Background: an optimization exercise with open tools, aiming at small area and a short achievable clock period. Do not read the settings as production practice.
The RTL of this run was laid out without a check of its function.
Power figures rest on the tool's default switching activity, not on a simulated workload.

===== design.v =====
module OneClauseChecker (
  input  [19:0] coef_int,    
  input  [7:0]  coef_bool,   
  input         valid,       
  input         gate,        
  input  [3:0]  x,           
  input  [14:0] pos0,        
  input  [14:0] pos1,        
  output d                   
);
  wire [3:0] c0 = coef_int[3:0], c1 = coef_int[7:4], c2 = coef_int[11:8], c3 = coef_int[15:12];
  wire [3:0] bq = coef_int[19:16];
  wire sa00 = c0[0] & ~c1[0];
  wire sb00 = ~c0[0] & c1[0];
  wire sab00 = c0[0] & c1[0];
  wire [4:0] rn00;   
  aoi222 u_rn00_0 (.a1(sa00), .a2(pos0[0]), .b1(sb00), .b2(pos0[5]), .c1(sab00), .c2(pos0[10]), .y(rn00[0]));
  aoi222 u_rn00_1 (.a1(sa00), .a2(pos0[1]), .b1(sb00), .b2(pos0[6]), .c1(sab00), .c2(pos0[11]), .y(rn00[1]));
  aoi222 u_rn00_2 (.a1(sa00), .a2(pos0[2]), .b1(sb00), .b2(pos0[7]), .c1(sab00), .c2(pos0[12]), .y(rn00[2]));
  aoi222 u_rn00_3 (.a1(sa00), .a2(pos0[3]), .b1(sb00), .b2(pos0[8]), .c1(sab00), .c2(pos0[13]), .y(rn00[3]));
  aoi222 u_rn00_4 (.a1(sa00), .a2(pos0[4]), .b1(sb00), .b2(pos0[9]), .c1(sab00), .c2(pos0[14]), .y(rn00[4]));
  wire sa01 = c0[1] & ~c1[1];
  wire sb01 = ~c0[1] & c1[1];
  wire sab01 = c0[1] & c1[1];
  wire [4:0] rn01;   
  aoi222 u_rn01_0 (.a1(sa01), .a2(pos0[0]), .b1(sb01), .b2(pos0[5]), .c1(sab01), .c2(pos0[10]), .y(rn01[0]));
  aoi222 u_rn01_1 (.a1(sa01), .a2(pos0[1]), .b1(sb01), .b2(pos0[6]), .c1(sab01), .c2(pos0[11]), .y(rn01[1]));
  aoi222 u_rn01_2 (.a1(sa01), .a2(pos0[2]), .b1(sb01), .b2(pos0[7]), .c1(sab01), .c2(pos0[12]), .y(rn01[2]));
  aoi222 u_rn01_3 (.a1(sa01), .a2(pos0[3]), .b1(sb01), .b2(pos0[8]), .c1(sab01), .c2(pos0[13]), .y(rn01[3]));
  aoi222 u_rn01_4 (.a1(sa01), .a2(pos0[4]), .b1(sb01), .b2(pos0[9]), .c1(sab01), .c2(pos0[14]), .y(rn01[4]));
  wire sa02 = c0[2] & ~c1[2];
  wire sb02 = ~c0[2] & c1[2];
  wire sab02 = c0[2] & c1[2];
  wire [4:0] rn02;   
  aoi222 u_rn02_0 (.a1(sa02), .a2(pos0[0]), .b1(sb02), .b2(pos0[5]), .c1(sab02), .c2(pos0[10]), .y(rn02[0]));
  aoi222 u_rn02_1 (.a1(sa02), .a2(pos0[1]), .b1(sb02), .b2(pos0[6]), .c1(sab02), .c2(pos0[11]), .y(rn02[1]));
  aoi222 u_rn02_2 (.a1(sa02), .a2(pos0[2]), .b1(sb02), .b2(pos0[7]), .c1(sab02), .c2(pos0[12]), .y(rn02[2]));
  aoi222 u_rn02_3 (.a1(sa02), .a2(pos0[3]), .b1(sb02), .b2(pos0[8]), .c1(sab02), .c2(pos0[13]), .y(rn02[3]));
  aoi222 u_rn02_4 (.a1(sa02), .a2(pos0[4]), .b1(sb02), .b2(pos0[9]), .c1(sab02), .c2(pos0[14]), .y(rn02[4]));
  wire sa03 = c0[3] & ~c1[3];
  wire sb03 = ~c0[3] & c1[3];
  wire sab03 = c0[3] & c1[3];
  wire [4:0] rn03;   
  aoi222 u_rn03_0 (.a1(sa03), .a2(pos0[0]), .b1(sb03), .b2(pos0[5]), .c1(sab03), .c2(pos0[10]), .y(rn03[0]));
  aoi222 u_rn03_1 (.a1(sa03), .a2(pos0[1]), .b1(sb03), .b2(pos0[6]), .c1(sab03), .c2(pos0[11]), .y(rn03[1]));
  aoi222 u_rn03_2 (.a1(sa03), .a2(pos0[2]), .b1(sb03), .b2(pos0[7]), .c1(sab03), .c2(pos0[12]), .y(rn03[2]));
  aoi222 u_rn03_3 (.a1(sa03), .a2(pos0[3]), .b1(sb03), .b2(pos0[8]), .c1(sab03), .c2(pos0[13]), .y(rn03[3]));
  aoi222 u_rn03_4 (.a1(sa03), .a2(pos0[4]), .b1(sb03), .b2(pos0[9]), .c1(sab03), .c2(pos0[14]), .y(rn03[4]));
  wire sa10 = c2[0] & ~c3[0];
  wire sb10 = ~c2[0] & c3[0];
  wire sab10 = c2[0] & c3[0];
  wire [4:0] rn10;   
  aoi222 u_rn10_0 (.a1(sa10), .a2(pos1[0]), .b1(sb10), .b2(pos1[5]), .c1(sab10), .c2(pos1[10]), .y(rn10[0]));
  aoi222 u_rn10_1 (.a1(sa10), .a2(pos1[1]), .b1(sb10), .b2(pos1[6]), .c1(sab10), .c2(pos1[11]), .y(rn10[1]));
  aoi222 u_rn10_2 (.a1(sa10), .a2(pos1[2]), .b1(sb10), .b2(pos1[7]), .c1(sab10), .c2(pos1[12]), .y(rn10[2]));
  aoi222 u_rn10_3 (.a1(sa10), .a2(pos1[3]), .b1(sb10), .b2(pos1[8]), .c1(sab10), .c2(pos1[13]), .y(rn10[3]));
  aoi222 u_rn10_4 (.a1(sa10), .a2(pos1[4]), .b1(sb10), .b2(pos1[9]), .c1(sab10), .c2(pos1[14]), .y(rn10[4]));
  wire sa11 = c2[1] & ~c3[1];
  wire sb11 = ~c2[1] & c3[1];
  wire sab11 = c2[1] & c3[1];
  wire [4:0] rn11;   
  aoi222 u_rn11_0 (.a1(sa11), .a2(pos1[0]), .b1(sb11), .b2(pos1[5]), .c1(sab11), .c2(pos1[10]), .y(rn11[0]));
  aoi222 u_rn11_1 (.a1(sa11), .a2(pos1[1]), .b1(sb11), .b2(pos1[6]), .c1(sab11), .c2(pos1[11]), .y(rn11[1]));
  aoi222 u_rn11_2 (.a1(sa11), .a2(pos1[2]), .b1(sb11), .b2(pos1[7]), .c1(sab11), .c2(pos1[12]), .y(rn11[2]));
  aoi222 u_rn11_3 (.a1(sa11), .a2(pos1[3]), .b1(sb11), .b2(pos1[8]), .c1(sab11), .c2(pos1[13]), .y(rn11[3]));
  aoi222 u_rn11_4 (.a1(sa11), .a2(pos1[4]), .b1(sb11), .b2(pos1[9]), .c1(sab11), .c2(pos1[14]), .y(rn11[4]));
  wire sa12 = c2[2] & ~c3[2];
  wire sb12 = ~c2[2] & c3[2];
  wire sab12 = c2[2] & c3[2];
  wire [4:0] rn12;   
  aoi222 u_rn12_0 (.a1(sa12), .a2(pos1[0]), .b1(sb12), .b2(pos1[5]), .c1(sab12), .c2(pos1[10]), .y(rn12[0]));
  aoi222 u_rn12_1 (.a1(sa12), .a2(pos1[1]), .b1(sb12), .b2(pos1[6]), .c1(sab12), .c2(pos1[11]), .y(rn12[1]));
  aoi222 u_rn12_2 (.a1(sa12), .a2(pos1[2]), .b1(sb12), .b2(pos1[7]), .c1(sab12), .c2(pos1[12]), .y(rn12[2]));
  aoi222 u_rn12_3 (.a1(sa12), .a2(pos1[3]), .b1(sb12), .b2(pos1[8]), .c1(sab12), .c2(pos1[13]), .y(rn12[3]));
  aoi222 u_rn12_4 (.a1(sa12), .a2(pos1[4]), .b1(sb12), .b2(pos1[9]), .c1(sab12), .c2(pos1[14]), .y(rn12[4]));
  wire sa13 = c2[3] & ~c3[3];
  wire sb13 = ~c2[3] & c3[3];
  wire sab13 = c2[3] & c3[3];
  wire [4:0] rn13;   
  aoi222 u_rn13_0 (.a1(sa13), .a2(pos1[0]), .b1(sb13), .b2(pos1[5]), .c1(sab13), .c2(pos1[10]), .y(rn13[0]));
  aoi222 u_rn13_1 (.a1(sa13), .a2(pos1[1]), .b1(sb13), .b2(pos1[6]), .c1(sab13), .c2(pos1[11]), .y(rn13[1]));
  aoi222 u_rn13_2 (.a1(sa13), .a2(pos1[2]), .b1(sb13), .b2(pos1[7]), .c1(sab13), .c2(pos1[12]), .y(rn13[2]));
  aoi222 u_rn13_3 (.a1(sa13), .a2(pos1[3]), .b1(sb13), .b2(pos1[8]), .c1(sab13), .c2(pos1[13]), .y(rn13[3]));
  aoi222 u_rn13_4 (.a1(sa13), .a2(pos1[4]), .b1(sb13), .b2(pos1[9]), .c1(sab13), .c2(pos1[14]), .y(rn13[4]));
  wire fs1, fc2;
  fa u_fs1 (.a(bq[0]), .b(rn00[0]), .c(rn10[0]), .s(fs1), .co(fc2));
  wire fs3, fc4;
  fa u_fs3 (.a(bq[1]), .b(rn01[0]), .c(rn11[0]), .s(fs3), .co(fc4));
  wire fs5, fc6;
  fa u_fs5 (.a(rn00[1]), .b(rn10[1]), .c(fc2), .s(fs5), .co(fc6));
  wire fs7, fc8;
  fa u_fs7 (.a(bq[2]), .b(rn02[0]), .c(rn12[0]), .s(fs7), .co(fc8));
  wire fs9, fc10;
  fa u_fs9 (.a(rn01[1]), .b(rn11[1]), .c(rn00[2]), .s(fs9), .co(fc10));
  wire fs11, fc12;
  fa u_fs11 (.a(rn10[2]), .b(fc4), .c(fs7), .s(fs11), .co(fc12));
  wire fs13, fc14;
  fa u_fs13 (.a(fc6), .b(fs9), .c(fs11), .s(fs13), .co(fc14));
  wire ni15 = ~bq[3];
  wire fs16, fc17;
  fa u_fs16 (.a(ni15), .b(rn03[0]), .c(rn13[0]), .s(fs16), .co(fc17));
  wire fs18, fc19;
  fa u_fs18 (.a(rn02[1]), .b(rn12[1]), .c(rn01[2]), .s(fs18), .co(fc19));
  wire fs20, fc21;
  fa u_fs20 (.a(rn11[2]), .b(fc8), .c(rn00[3]), .s(fs20), .co(fc21));
  wire fs22, fc23;
  fa u_fs22 (.a(rn10[3]), .b(fc10), .c(fs18), .s(fs22), .co(fc23));
  wire ni24 = ~fs16;
  wire fs25, fc26;
  fa u_fs25 (.a(ni24), .b(fc12), .c(fs20), .s(fs25), .co(fc26));
  wire fs27, fc28;
  fa u_fs27 (.a(fs22), .b(fc14), .c(fs25), .s(fs27), .co(fc28));
  wire fs29, fc30;
  fa u_fs29 (.a(rn03[1]), .b(rn13[1]), .c(fc17), .s(fs29), .co(fc30));
  wire fs31, fc32;
  fa u_fs31 (.a(rn02[2]), .b(rn12[2]), .c(rn01[3]), .s(fs31), .co(fc32));
  wire fs33, fc34;
  fa u_fs33 (.a(rn00[4]), .b(rn10[4]), .c(fs29), .s(fs33), .co(fc34));
  wire fs35, fc36;
  fa u_fs35 (.a(rn11[3]), .b(fc19), .c(fc21), .s(fs35), .co(fc36));
  wire fs37, fc38;
  fa u_fs37 (.a(fs31), .b(fc23), .c(fc26), .s(fs37), .co(fc38));
  wire fs39, fc40;
  fa u_fs39 (.a(fs35), .b(fc28), .c(fs37), .s(fs39), .co(fc40));
  wire ni41 = ~rn02[3];
  wire fs42, fc43;
  fa u_fs42 (.a(rn03[2]), .b(rn13[2]), .c(ni41), .s(fs42), .co(fc43));
  wire fs44, fc45;
  fa u_fs44 (.a(rn01[4]), .b(rn11[4]), .c(fc30), .s(fs44), .co(fc45));
  wire ni46 = ~fs42;
  wire fs47, fc48;
  fa u_fs47 (.a(rn12[3]), .b(fc32), .c(ni46), .s(fs47), .co(fc48));
  wire ni49 = ~fc36;
  wire fs50, fc51;
  fa u_fs50 (.a(fc34), .b(fs44), .c(ni49), .s(fs50), .co(fc51));
  wire ni52 = ~fs50;
  wire fs53, fc54;
  fa u_fs53 (.a(fs47), .b(fc38), .c(ni52), .s(fs53), .co(fc54));
  wire hs55, hc56;
  ha u_hs55 (.a(fc40), .b(fs53), .s(hs55), .co(hc56));
  wire fs57, fc58;
  fa u_fs57 (.a(rn03[3]), .b(rn13[3]), .c(rn02[4]), .s(fs57), .co(fc58));
  wire fs59, fc60;
  fa u_fs59 (.a(rn12[4]), .b(fc43), .c(fs57), .s(fs59), .co(fc60));
  wire ni61 = ~fc48;
  wire fs62, fc63;
  fa u_fs62 (.a(fc45), .b(ni61), .c(fs59), .s(fs62), .co(fc63));
  wire ni64 = ~fc54;
  wire fs65, fc66;
  fa u_fs65 (.a(fc51), .b(fs62), .c(ni64), .s(fs65), .co(fc66));
  wire px67 = rn03[4] ^ rn13[4];
  wire px68 = px67 ^ fc58;
  wire px69 = px68 ^ fc60;
  wire px70 = px69 ^ fc63;
  wire px71 = px70 ^ fc66;
  wire hs72, hc73;
  fa1 u_hs72 (.a(fs3), .b(fs5), .s(hs72), .co(hc73));
  wire hs74, hc75;
  fa1 u_hs74 (.a(hc73), .b(fs13), .s(hs74), .co(hc75));
  wire hs76, hc77;
  ha u_hs76 (.a(hc75), .b(fs27), .s(hs76), .co(hc77));
  wire ni78 = ~fs33;
  wire fs79, fc80;
  fa u_fs79 (.a(ni78), .b(fs39), .c(hc77), .s(fs79), .co(fc80));
  wire [4:0] slo = {~fs79, ~hs76, ~hs74, ~hs72, ~fs1};
  wire zlo = (slo == 5'd0);
  wire ok_hi;
  top_le0 u_top (.a5(~hs55), .b5(1'b0), .a6(~hc56), .b6(fs65), .x7(px71), .zlo(zlo), .cin(~fc80), .ok(ok_hi));
  wire bool_ok = (coef_bool[1] & (coef_bool[0] == x[0])) | (coef_bool[3] & (coef_bool[2] == x[1]))
               | (coef_bool[5] & (coef_bool[4] == x[2])) | (coef_bool[7] & (coef_bool[6] == x[3]));
  assign d = gate & (ok_hi | bool_ok | ~valid);
endmodule
module top_le0 (input a5, b5, a6, b6, x7, zlo, cin, output ok);
  wire [2:0] h0 = {x7, a6, a5} + {1'b0, b6, b5};
  wire [2:0] h1 = {x7, a6, a5} + {1'b0, b6, b5} + 3'd1;
  wire ok0 = h0[2] | (zlo & (h0[1:0] == 2'd0));
  wire ok1 = h1[2] | (zlo & (h1[1:0] == 2'd0));
  assign ok = cin ? ok1 : ok0;
endmodule
module fa (input a, b, c, output s, co);
  assign s = a ^ b ^ c;
  assign co = (a & b) | (a & c) | (b & c);
endmodule
module ha (input a, b, output s, co);
  assign s = a ^ b;
  assign co = a & b;
endmodule
module fa1 (input a, b, output s, co);
  xnor2m u_s (.a(a), .b(b), .y(s));
  or2m u_c (.a(a), .b(b), .y(co));
endmodule
module xnor2m (input a, b, output y);
  assign y = ~(a ^ b);
endmodule
module or2m (input a, b, output y);
  assign y = a | b;
endmodule
module aoi222 (input a1, a2, b1, b2, c1, c2, output y);
  assign y = ~((a1 & a2) | (b1 & b2) | (c1 & c2));
endmodule
module ClauseIndexDecoder (
  input  [3:0]  in_clause_index,
  output [15:0] we
);
  assign we = 16'd1 << in_clause_index;
endmodule
module formulaChecker (
  input         in_clk,
  input         in_reset,
  input  [15:0] in_clause_enable,
  input  [19:0] in_clause_coefficients_integer,
  input  [7:0]  in_clause_coefficients_boolean,
  input  [3:0]  in_clause_index,
  input  [15:0] in_integer_assignment_after_move,
  input  [3:0]  in_boolean_assignment_after_move,
  input         in_enable,
  output [15:0] all_satisfied,
  output        satisfied
);
  wire [3:0] y0 = in_integer_assignment_after_move[3:0];
  wire [3:0] y1 = in_integer_assignment_after_move[7:4];
  wire [3:0] y2 = in_integer_assignment_after_move[11:8];
  wire [3:0] y3 = in_integer_assignment_after_move[15:12];
  wire [4:0] a0 = {y0[3], y0}, b0 = {y1[3], y1}, s0 = a0 + b0;
  wire [4:0] a1 = {y2[3], y2}, b1 = {y3[3], y3}, s1 = a1 + b1;
  wire [14:0] pos0 = {s0, b0, a0};
  wire [14:0] pos1 = {s1, b1, a1};
  wire [27:0] wdata = {in_clause_coefficients_boolean,
                       in_clause_coefficients_integer[19], ~in_clause_coefficients_integer[18:16],
                       in_clause_coefficients_integer[15:0]};
  wire [15:0] we;
  ClauseIndexDecoder dec (.in_clause_index(in_clause_index), .we(we));
  reg  [15:0] valid;
  reg  [15:0] result;
  wire [15:0] d;
  wire [15:0] gate = in_clause_enable & {16{in_enable & ~in_reset}};
  always @(posedge in_clk) begin
    if (in_reset)
      valid <= 16'd0;
    else
      valid <= valid | we;
    result <= d;    
  end
  genvar k;
  generate
    for (k = 0; k < 16; k = k + 1) begin : clause
      reg [27:0] q;
      always @(posedge in_clk)
        if (we[k]) q <= wdata;
      OneClauseChecker check (
        .coef_int(q[19:0]), .coef_bool(q[27:20]),
        .valid(valid[k]), .gate(gate[k]),
        .x(in_boolean_assignment_after_move),
        .pos0(pos0), .pos1(pos1),
        .d(d[k]));
    end
  endgenerate
  assign all_satisfied = result;
  assign satisfied = &(result | ~in_clause_enable);
endmodule

===== config.mk =====
export PLATFORM = sky130hd
export DESIGN_NAME = formulaChecker
export DESIGN_NICKNAME = formulaChecker
export VERILOG_FILES = /design/flow/design.v
export SDC_FILE = /design/flow/constraint.sdc
export NUM_CORES = 4
export LEC_CHECK = 0
export CAP_MARGIN = 20
export CORE_MARGIN = 2
export CORE_UTILIZATION = 40
export SLEW_MARGIN = 20
export SYNTH_HIERARCHICAL = 1

===== constraint.sdc =====
create_clock -name core_clock -period 6.0 [get_ports {in_clk}]
set_input_delay 1.2000 -clock core_clock [delete_from_list [all_inputs] [get_ports {in_clk}]]
set_output_delay 1.2000 -clock core_clock [all_outputs]
set_load 0.01 [all_outputs]

===== run.sh =====
#!/bin/bash
# synth_recipe.tcl (not shown) runs the flow's synth.tcl, then flattens the netlist and writes it again
# the make line also repeats each setting of config.mk as NAME=value (left out here)
make -C /OpenROAD-flow-scripts/flow DESIGN_CONFIG=/design/flow/config.mk WORK_HOME=/design/flow/orfs CLKGATE_MAP_FILE= SYNTH_SCRIPT=/design/flow/synth_recipe.tcl finish

==> results.cfg <==
[run_status]
status = failed layout checks
violations = negative setup slack

[grt]
first_global_vias = 31900
grt_pass1_wl_um = 202000
grt_max_degree = 82
antenna_found_initial = 9
grt_usage_pct = 27.5
grt.overflow.total = 0

[logic_synthesis]
ys_top_cells_by_area = edfxtp_1 35%, fa_1 25%, a222oi_1 17%, nor2b_1 4.2%, xnor2_1 3.8%
synth.cell_area_mm2 = 0.0381
syn_inst = 2834
synth_area_per_cell_um2 = 13.4
async_reset_ff_share_pct = 0
ys_seq_area_share_pct = 37.0
synth_cell_types = 37
synth_fp_nets = 3443
ys_dominant_reg_cell = edfxtp_1
synth_area_leader_cell = edfxtp_1
ys_seq_elements = 480
synth_top_area_share_pct = 35.3
yosys_warnings = 7
synth_edf_count = 448

[cts]
cts_tree = yes
clk_pin_slew_ps = 60
h-tree-depth = 2
root_buffer = clkbuf_16
cts_max_path_buffers = 3
holdBufCountCts = 0
clock-sinks = 480
cts_buffers = 56
clk_latency_ps = 670

[floorplanning]
start_util_pct = 40.2
pin_count = 88
die_w_um = 313
core_region_area_mm2 = 0.0947
dieArea_mm2 = 0.0978
die_h_um = 313
rows = 113

[worst_setup_path]
cp-end-kind = flip-flop
critPathArrivalTime_ps = 6740
crit_start = in_integer_assignment_after_move[12]
crit_path_max_fanout = 6
cp.required_ps = 6540
reg2reg_from = clause[13].q[6]$_DFFE_PP_
worstSetupPathType = input port to flip-flop
start_kind = input port

[pwr]
p_leak_nw = 16.2
cellPowerDensity_mw_per_mm2 = 478
irDropWorstVdd_v = 0.000458
power_mw = 22.5

[route]
vias_per_cell = 6.67
postRouteAntennaNets = 0
num_vias = 31200
first_pass_iters = 14
drtIter0Drc = 7980
post_drt_wl_per_cell_um = 29.1
wirelength_um = 136000
drt_drc_violations_left = 0

[timing]
maxSlewViolCount = 0
rsz0062_at_grt = yes
finClkSkew_ps = 15.8
slew_headroom_pct = 31.8
hold_viol_final = 0
fin_crit_ps = 6200
fmax_ghz = 0.161
timing.final.crit_share_pct = 103
hold_ws_ps = 469
setup_viol = 10
tightest_slew_ps = 1020
setup_ws_ps = -201

[layout]
synthToLayoutAreaGrowth_pct = 23.8
num-fill-cells = 8178
layout_commonest_cell = a222oi_1
final_cell_mix = 656 x a222oi_1, 448 x edfxtp_1, 395 x fa_1
layout-drive-gt1-share_pct = 22.3
fin_nets = 3963

[place]
dp_hpwl_um = 86700
portBuffers = 87
place_congestion = 0.918

[min_path]
min_from = valid[1]$_SDFF_PP0_
min-delay-path-class = flip-flop to flip-flop

[job]
max_cap_viol_count = 0
## logic make-up after synthesis
family	synth area share [%]
AO/OA/AOI/OAI	18.6
AND/OR/NAND/NOR	9.89
adder cells (fa/ha/maj)	27.2
flip-flops	37.0
buffers and inverters	2.67
XOR/XNOR	4.50
other	0.158
multiplexers	0.0295
## Yosys stat by module (local to each module, per instance), excerpt
module	times used	cell area, um^2	cells
ClauseIndexDecoder	1	226	20
OneClauseChecker	16	319	53
aoi222	640	10.0	1
fa	464	20.0	1
formulaChecker	1	14800	590
ha	32	12.5	1
or2m	32	6.26	1
top_le0	16	88.8	11
xnor2m	32	8.76	1
## power by group
part | internal, mW | switching, mW
registers | 3.78 | 0.0582
clock network | 2.35 | 1.55
logic | 7.19 | 7.61
## flip-flops by register name (all words and copies together), names as in the netlist
name and flops:
clause.q 448, result 16, valid 16
## per-layer routing
metal | up-vias | wire [um] | GRT usage (%)
li1 | 12700 | - | -
met1 | 15500 | 51800 | 39.0
met2 | 2566 | 59100 | 40.5
met3 | 371 | 20000 | 7.32
met4 | 4 | 5240 | 10.0
met5 | - | 28 | 0.145
## what timing repair did
action	CTS	global route
hold endpoints to repair	0	0
pin swaps	107	139
gates resized for setup	125	115
gates cloned	0	0
buffers inserted	19	18
endpoints found under the setup margin	15	16
## worst max-delay path, cell delays in order
cell and delay (ps):
buf_8 80, ha_4 120, inv_2 30, fa_2 550, clkinvlp_4 140, buf_12 170
buf_12 140, a222oi_1 540, fa_1 590, fa_2 390, fa_1 480, inv_1 50
fa_2 350, inv_2 60, fa_2 430, inv_2 80, fa_2 470, nor3b_2 210
o221ai_2 120, buf_6 150, nand2b_4 140, a21oi_4 150, a21boi_2 80
## path summary, 6_finish.rpt
kind / slack [ps] / cells past startpoint / to
hold / removal: 470 / 2 / valid[1]$_SDFF_PP0_
hold reg to reg: 470 / 2 / valid[1]$_SDFF_PP0_
setup reg to reg: 520 / 16 / result[13]$_DFF_P_
setup / recovery: -200 / 23 / result[5]$_DFF_P_
## synthesized netlist by cell type (18+ instances only)
cell type  instances
dfxtp_1           32
nor2_1            49
a222oi_1         656
nor2b_1          257
nand2_1           32
or2_1             32
xnor2_1          164
ha_1              56
xor2_1            32
inv_1            256
fa_1             482
nand2b_1          28
a21oi_1           18
and2_1           144
edfxtp_1         448
## final cells by class
class                      count  area [um^2]  area share, %
sequential                   480        14100           29.9
clock buffer                  65         1480           3.13
timing repair buffer         469         4310           9.14
antenna                        6         15.0         0.0318
clock inverter                41          633           1.34
inverter                     256          968           2.05
multi-input combinational   2091        24100           51.1
tap                         1265         1580           3.35
## stage by stage
stage	worst slack, ps	area (um^2)	utilization, %	setup TNS (ps)	cells
final	-201	47200	49.8	-577	4673
after global routing	-257	47200	49.8	-2820	4668
after CTS	-74.0	46600	49.2	-166	4651
after detailed placement	-1160	43700	46.2	-14430	4528
after global placement	-1050	43700	46.2	-12840	4528
after floorplan	-516	38300	-	-6150	2834

## re-timing with driven ports
The results above use ideal ports. As a check the final layout listed here was re-extracted and re-timed, cells and wires unchanged.
Step 1: set_driving_cell puts a clkbuf_16 on in_clk and a buf_2 on each other input, an assumption about the parent block.
Step 2, shift: input delay + t, output delay - t, t = (earliest + latest rising clock arrival at the registers) / 2. This alone moves slack from input paths to output paths.
a / b / c = no drivers / after step 1 / after step 2; a / b = the first two.
t, ns: 0.718
slack for setup (ns): -0.201 / -0.194 / -0.911
hold slack, ns: 0.469 / 0.469 / 0.469
worst setup path at the end: input to register
cell pins on the clock port's net: 1
For this run, drivers alone change the setup slack by +0.007 ns; drivers and shift together by -0.710 ns.
